Context: an optimization exercise on an open-source flow, tuned for small area and a short achievable clock period. The choices shown serve that exercise and are no tape-out recipe.
The RTL was checked by simulation tests, not by an equivalence proof against the original design.

===== flow/design.v =====
module module32
#(parameter datawidth=64)
(input clk,
input [datawidth-1:0] a,
input [datawidth-1:0] b, input [datawidth-1:0] c, 
output reg [2*datawidth-1:0] result);
reg [datawidth-1:0] a_q, b_q, c_q;
always @(posedge clk)
begin
a_q <= a;
b_q <= b;
c_q <= c;
result <= (a_q+b_q)*c_q;
end
endmodule

===== flow/run.sh =====
#!/bin/bash
# synth_recipe.tcl (not shown) runs the flow's synth.tcl, then flattens the netlist and writes it again
# the make line also repeats each setting of config.mk as NAME=value (left out here)
make -C /OpenROAD-flow-scripts/flow DESIGN_CONFIG=/design/flow/config.mk WORK_HOME=/design/flow/orfs CLKGATE_MAP_FILE= SYNTH_SCRIPT=/design/flow/synth_recipe.tcl finish

===== flow/config.mk =====
export PLATFORM = sky130hd
export DESIGN_NAME = module32
export DESIGN_NICKNAME = module32
export VERILOG_FILES = /design/flow/design.v
export SDC_FILE = /design/flow/constraint.sdc
export NUM_CORES = 4
export LEC_CHECK = 0
export CAP_MARGIN = 20
export CORE_MARGIN = 2
export CORE_UTILIZATION = 40
export SLEW_MARGIN = 20

===== flow/constraint.sdc =====
create_clock -name core_clock -period 13.0 [get_ports {clk}]
set_input_delay 2.6000 -clock core_clock [delete_from_list [all_inputs] [get_ports {clk}]]
set_output_delay 2.6000 -clock core_clock [all_outputs]
set_load 0.01 [all_outputs]

==> results by group <==
Run status
  • Status: finished clean

Floorplan
  • Die X: 598.3 um
  • Core area: 352,100 um^2
  • DIE AREA: 358,000 um^2
  • Row cnt: 218
  • Starting Density: 40.12%
  • Vert. Die Dim: 598.3 um
  • Ports: 321

Finish
  • # nets final: 20.25k
  • Fin area: 154,300 um^2
  • Share of cells above drive strength 1: 5.878%
  • Most frequent cells in the layout: 3,891 x fa_1, 3,816 x inv_1, 2,921 x nand2_1
  • Area growth syn-to-layout: 9.205%
  • Fillers: 34.58k
  • Most common cell after layout, fill and taps aside: fa_1
  • Non-Filler Instances: 20.23k

Yosys
  • Post-synth EDFFs: 0
  • Async S/R FF share, synth: 0%
  • Prevailing post-synth register cell: dfxtp_1
  • Post-Synth Adder-Cell Area: 61.54%
  • Post-synthesis mux area share: under 10%
  • Xor/xnor share of the synthesized area: 1.154%
  • Mapped Area: 141,300 um^2
  • Synth unique cells: 85
  • Syn Area/Cell: 9.096 um^2
  • Simple-gate share of the synthesized area: between 10% and 20%
  • Sequential-to-total area share from yosys stat: 4.534%
  • Main combinational cell family by area after synthesis: adder cells
  • Yosys reg bits: 320
  • Synth Area in Compound Gates: between 3 and 4%
  • Post-Syn Instances: 15.53k
  • Syn_nets: 20.34k
  • Synth warn: 1

Clock tree
  • Clock Tree Root: clkbuf_16
  • Post-cts hold buffer count: 0
  • Worst skew pair latency: 0.76 ns
  • Clock buffer depth: 3
  • Clock Sinks: between 300 and 400
  • CTS tree: yes
  • CTS clk-pin slew, worst paths: 0.06 ns
  • CTS H-tree lvls: 2
  • Total CTS buffers: 40

STA
  • Min cycle time layout: 12.73 ns
  • Worst slew pin tran: 1.175 ns
  • Setup Total Neg Slack: 0 ns
  • Tcrit/Tclk final: roughly 98%
  • Slew Limit Fails: 0
  • RSZ-0062 raised after global routing: true
  • F_max: 0.07856 GHz
  • Fin worst setup slack: ~0.27 ns
  • Final hold slack: 0.9598 ns
  • Post-Route Skew: 0.1200 ns
  • Slew headroom: approximately 22%
  • Final setup vio count: 0
  • Final Hold Fails: 0

Route
  • Met2 WL: between 200 and 250 mm
  • Via-per-instance ratio: 5.185
  • Met3 wire length: 42.96 mm
  • TritonRoute pass-1 iters: 8
  • Highest routed layer: met5
  • Antenna viol nets, final: 0
  • Final wirelength: 464.7 mm
  • DR WL/cell: 22.97 um
  • M1 WL: 185.2 mm
  • Initial drt markers: 8,190
  • DRC viols: 0
  • Vias post-DR: approximately 100k

Critical path
  • Slowest CP cell: a2111o_1
  • CP startpoint kind: flop
  • Worst EP required: 13.61 ns
  • Crit end category: flop
  • Cell mode on critical path: fa_1
  • Slowest Stage Delay on Critical Path: 0.60 ns
  • WS Path Type: flop to flop
  • Worst-path fanout max: 5
  • Crit path DAT: 13.34 ns

Global routing
  • Overall Global Routing Usage: 26.58%
  • Initial antenna violation count: 25
  • Largest net degree at the start of global routing: 68
  • Vias in the first global route: 114.1k
  • Grt ovf: 0
  • First-pass GRT wire length: between 700 and 800 mm

Placement
  • GP Congestion: 0.9478
  • Post-DP HPWL: 378.5 mm
  • Total placed instance area: 151,700 um^2
  • IO buf count: 320
  • Setup WS pre-CTS: -0.4369 ns
  • Placed cell count: 20.09k

Job
  • Max-cap viol count: 0

Worst hold path
  • Hold crit path type: flop to flop
==> layer usage <==
layer / vias to the layer above / global-route usage [%]
met3: 797 / 5.091
met5: - / 0
met1: 55617 / 35.59
met4: 6 / 9.349
li1: 43909 / -
met2: 4546 / 43.06
==> flip-flops by register name, summed over array words and instances (netlist names) <==
signal,flops
a_q,64
b_q,64
c_q,64
result,128
==> cells by family after synthesis <==
kind of cell | Yosys count
adders and majority gates | 4610
and+or+nand+nor | 4802
xor gates and xnor gates | 181
AOI/OAI and AO/OA | 704
muxes | 130
buffers and inverters | 4786
DFF | 320
==> Yosys cell counts, types with 11 or more instances <==
cell	count	area [um^2]
nand2_1	2923	10970
nand2b_1	116	725.7
nand4_1	59	369.1
ha_1	711	8896
a31oi_1	22	137.6
xnor2_1	116	1016
xor2_1	62	543.0
and4_1	11	96.34
o21bai_1	45	337.8
a211oi_1	23	172.7
and3_1	73	456.7
dfxtp_1	320	6406
a21o_1	117	878.3
fa_1	3899	78050
and2_1	1275	7976
a21oi_1	245	1226
nor2b_1	49	306.5
o21a_1	14	105.1
buf_2	46	230.2
o21ai_0	124	620.6
inv_1	3824	14350
mux2_2	99	1115
nor2_1	119	446.7
buf_4	12	90.09
mux2i_1	26	260.3
a21boi_0	13	97.59
nor3_1	27	135.1
nand3_1	117	585.6
clkbuf_1	897	3367
==> critical path: cells and delay by family, from the launching register on <==
family	cells	cell delay, ns
xor gates and xnor gates	2	0.37
adders and majority gates	13	5.91
AOI/OAI and AO/OA	13	3.25
buffers and inverters	18	1.96
and+or+nand+nor	7	0.83
DFF	1	0.34
==> per-stage QoR <==
stage	utilization (%)
3_5_place_dp	43.09
6_report	43.82
3_3_place_gp	43.07
2_1_floorplan	-
5_1_grt	43.81
4_1_cts	43.53
==> final cells by class <==
class / count / area (um^2) / share of cell area (%)
Clock inverter: 27 / 347.8 / 0.2254
Antenna cell: 17 / 42.54 / 0.02757
Sequential cell: 320 / 6534 / 4.235
Multi-Input combinational cell: 10427 / 117900 / 76.45
Clock buffer: 47 / 1067 / 0.6917
Timing Repair Buffer: 835 / 8075 / 5.234
Tap cell: 4730 / 5918 / 3.836
Inverter: 3825 / 14360 / 9.306
==> final timing paths <==
kind / end / cells after the start / slack (ns) / startpoint
setup / recovery: result[124]$_DFF_P_ / 53 / 0.27 / b_q[0]$_DFF_P_
hold / removal: result[127]$_DFF_P_ / 4 / 0.96 / b_q[63]$_DFF_P_
setup reg to reg: result[124]$_DFF_P_ / 53 / 0.27 / b_q[0]$_DFF_P_
hold reg to reg: result[127]$_DFF_P_ / 4 / 0.96 / b_q[63]$_DFF_P_
==> what timing repair did <==
item | 4_1_cts | 5_1_grt
gates cloned | 0 | 5
resized for setup | 8 | 117
setup endpoints to repair | 15 | 48
buffers inserted | 11 | 31
pin swaps | 5 | 76

## what the ideal ports hide
The results above use ideal ports. As a check the final layout listed here was re-extracted and re-timed, cells and wires unchanged. Step 1, drivers: a clkbuf_16 drives clk and a buf_2 each remaining input, both assumed. Step 2 moves the port delays by t, midway between the first and last clock arrival at a register: inputs arrive t later, outputs are due t later. That takes back most of the time a late clock gives input paths. a / b / c = ideal / step 1 / step 2; a / b = the first two.
t (ns): 0.796
setup slack, ns: 0.271 / 0.271 / 0.271
worst slew at a driven data input, ns: 0.12
After both steps this run still meets setup and hold. For this run, drivers alone change the setup slack by 0.000 ns; drivers and shift together by 0.000 ns.
